Background: an optimization exercise with open tools, aiming at small area and a short achievable clock period. Do not read the settings as production practice.
Where RTL was checked, it was by simulation tests only, not by an equivalence proof against the original.

== build 85 ==
// Posit_Adder
module Posit_Adder(A1,B1,clk, reset,OUT);
  input  [0:31] A1, B1;
  input  clk, reset;
  output reg [0:31] OUT;
  reg [31:0] a, b;           
  reg        r1, r2;         
  reg [24:0] s2_fl;          
  reg [27:0] s2_xs;          
  reg        s2_ci;          
  reg [9:0]  s2_sc;          
  reg        s2_s;           
  reg        s2_k;           
  function [30:0] cneg;
    input s;
    input [30:0] x;
    integer i;
    reg p;
    begin
      p = 1'b0;
      for (i = 0; i < 31; i = i + 1) begin
        cneg[i] = x[i] ^ (s & p);
        p = p | x[i];
      end
    end
  endfunction
  function [30:0] cnegf;
    input s;
    input [30:0] x;
    integer i;
    reg [3:0] bo;
    reg p, q;
    begin
      for (i = 0; i < 4; i = i + 1)
        bo[i] = |(({1'b0, x} >> (8 * i)) & 32'hFF);
      q = 1'b0;
      for (i = 0; i < 31; i = i + 1) begin
        if (i % 8 == 0) begin
          p = q;
          q = q | bo[i / 8];
        end
        cnegf[i] = x[i] ^ (s & p);
        p = p | x[i];
      end
    end
  endfunction
  function [38:0] strip;
    input [30:0] m;
    reg rb;
    reg [29:0] v;
    reg [4:0] c;
    begin
      rb = m[30];
      v = m[29:0];
      c = 5'd0;
      if (v[29:14] == {16{rb}}) begin v = {v[13:0], 16'd0}; c[4] = 1'b1; end
      if (v[29:22] == {8{rb}})  begin v = {v[21:0], 8'd0};  c[3] = 1'b1; end
      if (v[29:26] == {4{rb}})  begin v = {v[25:0], 4'd0};  c[2] = 1'b1; end
      if (v[29:28] == {2{rb}})  begin v = {v[27:0], 2'd0};  c[1] = 1'b1; end
      if (v[29] == rb)          begin v = {v[28:0], 1'd0};  c[0] = 1'b1; end
      strip = {~rb, c ^ {5{~rb}}, v[28:25], v[28:0]};
    end
  endfunction
  function [13:0] radd14;
    input [13:0] x;
    input [13:0] y;
    input ci;
    integer i;
    reg c;
    begin
      c = ci;
      for (i = 0; i < 14; i = i + 1) begin
  ...
Size: roughly 2100 cells after synthesis, roughly 160 flip-flops, ~15000 um2 of cells after synthesis.
export LEC_CHECK = 0
export CAP_MARGIN = 20
export CORE_MARGIN = 2
export CORE_UTILIZATION = 40
export SLEW_MARGIN = 20
create_clock -name core_clock -period 120.0 [get_ports {clk}]
standard.sh (not shown) runs the stock make flow with config.mk's settings and CLKGATE_MAP_FILE= SYNTH_SCRIPT=/design/flow/synth_recipe.tcl, a recipe that flattens the netlist after the stock synthesis.
==> flow/flow/run.sh <==
#!/bin/bash
# Layout flow: the standard flow (standard.sh), with one change in
# synthesis: ABC maps the logic with an area-oriented mapper (amap), then
# buffers and resizes gates for delay. Registers, their names and cells are
# those of the standard synthesis, which runs unchanged up to the ABC call.
# Placement buffers each port with buf_1 instead of the default buffer.
set -euo pipefail
W=$(pwd)

cp "$W/flow/abc_map.script" "$W/abc_map.script"

# synth_recipe.tcl with ABC's script replaced by ours
{
  printf '%s\n' "proc abc {args} {" \
    "  set i [lsearch -exact \$args -script]" \
    "  if {\$i >= 0} { lset args [expr {\$i + 1}] {$W/abc_map.script} }" \
    "  yosys abc {*}\$args" \
    "}"
  cat "$W/synth_recipe.tcl"
} > "$W/flow_synth.tcl"

grep -q "$W/synth_recipe.tcl" "$W/standard.sh"
sed "s#$W/synth_recipe.tcl#$W/flow_synth.tcl#g" "$W/standard.sh" > "$W/flow_standard.sh"

# every port still gets its own buffer, the smallest one
bash "$W/flow_standard.sh" "BUFFER_PORTS_ARGS=-buffer_cell sky130_fd_sc_hd__buf_1" finish \
  > "$W/flow_make.log" 2>&1
test -f "$W/out/final.def"
==> flow/flow/abc_map.script <==
strash
dch
amap
topo
stime -c
buffer -c
upsize -c
dnsize -c
Build 85 was carried through to the last stage, and its layout satisfied the timing, design-rule and antenna checks.
Here is what was changed in the inputs of build 49 compared with build 85.
Settings: CTS_BUF_LIST newly set to sky130_fd_sc_hd__clkbuf_8.
--- a/flow/flow/run.sh
+++ b/flow/flow/run.sh
@@ -2,4 +2,6 @@
 # Layout flow: the standard flow (standard.sh), with one change in
-# synthesis: ABC maps the logic with an area-oriented mapper (amap), then
-# buffers and resizes gates for delay. Registers, their names and cells are
+# synthesis: ABC restructures the logic (&dc2, &syn3, &dch), maps it with an
+# area-oriented mapper (amap), then
+# resizes gates for delay, then downsizes gates off the critical
+# paths. Registers, their names and cells are
 # those of the standard synthesis, which runs unchanged up to the ABC call.
==> flow/flow/abc_map.script <==
&get -n
&st
&dc2
&syn3
&dch
&put
amap
topo
stime -c
upsize -c
dnsize -c
stime -c
dnsize -c -D 20000 -I 20
stime -c
--- outcome ---
A most common library cell in the layout ignoring fill and taps of sky130_fd_sc_hd__o22ai_1 is what build 49 shows, while sky130_fd_sc_hd__nor2_1 belongs to build 85.
In the final reports, the cell area of build 49 is smaller than that of build 85.
Diff build 85 and build 49: count of clock-buffer cells in the layout higher in build 85
Global routing usage on met2 was lower in the run labelled build 85.
In build 49 relative to build 85, area after synthesis had gone down by more than 10%.
Taking build 85 as the reference point, the non-clock buffer count of build 49 rises by 8.
diff inputs: build 49 => build 39
Settings: clearing CTS_BUF_LIST, which used to be sky130_fd_sc_hd__clkbuf_8.
--- a/flow/flow/run.sh
+++ b/flow/flow/run.sh
@@ -2,6 +2,5 @@
 # Layout flow: the standard flow (standard.sh), with one change in
-# synthesis: ABC restructures the logic (&dc2, &syn3, &dch), maps it with an
+# synthesis: ABC restructures the logic (&dc2, &syn2, &dch), maps it with an
 # area-oriented mapper (amap), then
-# resizes gates for delay, then downsizes gates off the critical
-# paths. Registers, their names and cells are
+# buffers and resizes gates for delay. Registers, their names and cells are
 # those of the standard synthesis, which runs unchanged up to the ABC call.
==> flow/flow/abc_map.script <==
&get -n
&st
&dc2
&syn2
&dch -f
&put
amap
topo
stime -c
buffer -c
upsize -c
dnsize -c
### Flow results
- Per the final summary, build 39 finished and its layout is clean on timing, DRC and antenna.
- Sequential share of the synthesized area was higher in build 49 than in build 39.
- Sort build 49 and build 39 by clock distribution area overhead in the final layout, descending, and build 39 comes first.
- Post-detailed-placement cell area, build 49 and build 39: higher on build 39
- Measured against each other, build 49 and build 39 differ in worst slack on hold paths, the higher figure coming from build 49.
- Commonest non-fill, non-tap cell in the layout: sky130_fd_sc_hd__nor2_1 -> build 39, sky130_fd_sc_hd__o22ai_1 -> build 49
- NOTE first-pass GRT wire length build 49->build 39 increased by more than 10%
- The die of build 39 is larger than the one used in build 49.
For build 90, these inputs were changed with respect to build 39:
Settings: an added CTS_BUF_LIST of sky130_fd_sc_hd__clkbuf_4 sky130_fd_sc_hd__clkbuf_8.
--- a/flow/flow/run.sh
+++ b/flow/flow/run.sh
@@ -2,5 +2,6 @@
 # Layout flow: the standard flow (standard.sh), with one change in
-# synthesis: ABC restructures the logic (&dc2, &syn2, &dch), maps it with an
+# synthesis: ABC restructures the logic (&dc2, &syn3, &dch), maps it with an
 # area-oriented mapper (amap), then
-# buffers and resizes gates for delay. Registers, their names and cells are
+# resizes gates for delay, then downsizes gates off the critical
+# paths. Registers, their names and cells are
 # those of the standard synthesis, which runs unchanged up to the ABC call.
==> flow/flow/abc_map.script <==
&get -n
&st
&dc2
&syn3
&dch
&put
amap
topo
stime -c
upsize -c
dnsize -c
stime -c
dnsize -c -D 20000 -I 20
stime -c
Notes after the runs:
[build 90 vs build 39] cell row count: lower in build 90. Of build 39 and build 90, build 90 shows the lower die height, with build 39 above it. Build 90 vs build 39: non-clock buffer count up by a few percent.

* * *

Posit_Adder, a different RTL version from the one above (not shown whole).
For scale: ~1,900 cells after synthesis, roughly 160 flip-flops, roughly 98 I/O pins.
Design Posit_Adder, start of the top module:
module Posit_Adder(A1,B1,clk, reset,OUT);
  input  [0:31] A1, B1;
  input  clk, reset;
  output reg [0:31] OUT;
  reg [31:0] a, b;           
  reg        r1;             
  reg [24:0] s2_fl;          
  reg [27:0] s2_xs;          
  reg        s2_ci;          
  reg [9:0]  s2_sc;          
  reg        s2_s;           
  reg        s2_k;           
  function [30:0] cneg;
    input s;
    input [30:0] x;
    integer i;
    reg p;
    begin
      p = 1'b0;
      for (i = 0; i < 31; i = i + 1) begin
        cneg[i] = x[i] ^ (s & p);
        p = p | x[i];
      end
    end
  endfunction
  function [30:0] cnegf;
    input s;
    input [30:0] x;
    integer i;
    reg [3:0] bo;
    reg p, q;
    begin
      for (i = 0; i < 4; i = i + 1)
        bo[i] = |(({1'b0, x} >> (8 * i)) & 32'hFF);
      q = 1'b0;
      for (i = 0; i < 31; i = i + 1) begin
        if (i % 8 == 0) begin
          p = q;
          q = q | bo[i / 8];
        end
        cnegf[i] = x[i] ^ (s & p);
        p = p | x[i];
      end
    end
  endfunction
  function [38:0] strip;
    input [30:0] m;
    reg rb;
    reg [29:0] v;
    reg [4:0] c;
    begin
      rb = m[30];
      v = m[29:0];
      c = 5'd0;
      if (v[29:14] == {16{rb}}) begin v = {v[13:0], 16'd0}; c[4] = 1'b1; end
      if (v[29:22] == {8{rb}})  begin v = {v[21:0], 8'd0};  c[3] = 1'b1; end
      if (v[29:26] == {4{rb}})  begin v = {v[25:0], 4'd0};  c[2] = 1'b1; end
      if (v[29:28] == {2{rb}})  begin v = {v[27:0], 2'd0};  c[1] = 1'b1; end
      if (v[29] == rb)          begin v = {v[28:0], 1'd0};  c[0] = 1'b1; end
      strip = {~rb, c ^ {5{~rb}}, v[28:25], v[28:0]};
    end
  endfunction
  function [13:0] radd14;
    input [13:0] x;
    input [13:0] y;
    input ci;
    integer i;
    reg c;
    begin
      c = ci;
      for (i = 0; i < 14; i = i + 1) begin
        radd14[i] = x[i] ^ y[i] ^ c;
        c = (x[i] & y[i]) | (x[i] & c) | (y[i] & c);
      end
    end
  endfunction
  function carry14;
    input [13:0] x;
    input [13:0] y;
    input ci;
    integer i;
    reg c;
  ...
export LEC_CHECK = 0
export CAP_MARGIN = 20
export CORE_MARGIN = 2
export CORE_UTILIZATION = 40
export CTS_BUF_LIST = sky130_fd_sc_hd__clkbuf_8
export GPL_TIMING_DRIVEN = 0
export SLEW_MARGIN = 20
create_clock -name core_clock -period 120.0 [get_ports {clk}]
==> flow/flow/run.sh <==
#!/bin/bash
# Layout flow: the standard flow (standard.sh), with one change in
# synthesis: ABC restructures the logic (&dc2, &syn3, &dch), maps it with an
# area-oriented mapper (amap), then
# resizes gates for delay, then downsizes gates off the critical
# paths. Registers, their names and cells are
# those of the standard synthesis, which runs unchanged up to the ABC call.
# Placement buffers each port with buf_1 instead of the default buffer.
set -euo pipefail
W=$(pwd)

cp "$W/flow/abc_map.script" "$W/abc_map.script"

# synth_recipe.tcl with ABC's script replaced by ours
{
  printf '%s\n' "proc abc {args} {" \
    "  set i [lsearch -exact \$args -script]" \
    "  if {\$i >= 0} { lset args [expr {\$i + 1}] {$W/abc_map.script} }" \
    "  yosys abc {*}\$args" \
    "}"
  cat "$W/synth_recipe.tcl"
} > "$W/flow_synth.tcl"

grep -q "$W/synth_recipe.tcl" "$W/standard.sh"
sed "s#$W/synth_recipe.tcl#$W/flow_synth.tcl#g" "$W/standard.sh" > "$W/flow_standard.sh"

# every port still gets its own buffer, the smallest one
bash "$W/flow_standard.sh" "BUFFER_PORTS_ARGS=-buffer_cell sky130_fd_sc_hd__buf_1" finish \
  > "$W/flow_make.log" 2>&1
test -f "$W/out/final.def"
==> flow/flow/abc_map.script <==
&get -n
&st
&dc2
&syn3
&dch
&put
amap
topo
stime -c
upsize -c
dnsize -c
stime -c
dnsize -c -D 20000 -I 20
stime -c
Change:
Settings changed: GPL_TIMING_DRIVEN 0 to unset.
Result:
- utilization goes down by 0.17 points
- worst setup slack gets worse by 0.020 ns
No functional check of the RTL was part of any run of this note.

separate check: timing with driven ports:
How much do the figures lean on ideal ports? The routed layouts below were timed once more, with nothing changed but the port constraints. Step 1 assumes that a clkbuf_16 drives the clock port and a buf_2 every other input. Step 2 also shifts input and output timing later by t, the mid clock arrival at the registers, as if the neighbouring blocks saw the same clock. Slacks: no drivers / after step 1 / after step 2; pairs: no drivers / after step 1.
run | shift t [ns] | setup WS [ns] | hold WS [ns] | latest minus earliest clock arrival (ns) | worst slew at a driven data input, ns
build 85 | 0.489 | 95.059 / 95.012 / 94.693 | 0.333 / 0.333 / 0.333 | 0.012 / 0.013 | 0.04
build 49 | 0.543 | 94.999 / 94.950 / 94.903 | 0.346 / 0.346 / 0.346 | 0.022 / 0.022 | 0.04
build 39 | 0.512 | 95.060 / 95.007 / 94.763 | 0.330 / 0.330 / 0.330 | 0.015 / 0.014 | 0.03
build 90 | 0.543 | 94.999 / 94.950 / 94.903 | 0.346 / 0.346 / 0.346 | 0.022 / 0.022 | 0.04
the first run of note 2 | 0.538 | 95.020 / 94.972 / 94.791 | 0.430 / 0.430 / 0.430 | 0.014 / 0.014 | 0.04
the second run of note 2 | 0.536 | 95.000 / 94.951 / 94.908 | 0.440 / 0.440 / 0.440 | 0.018 / 0.018 | 0.03
After both steps every run listed still meets setup and hold. For build 85, which loses most, drivers alone change the setup slack by -0.047 ns; drivers and shift together by -0.366 ns.
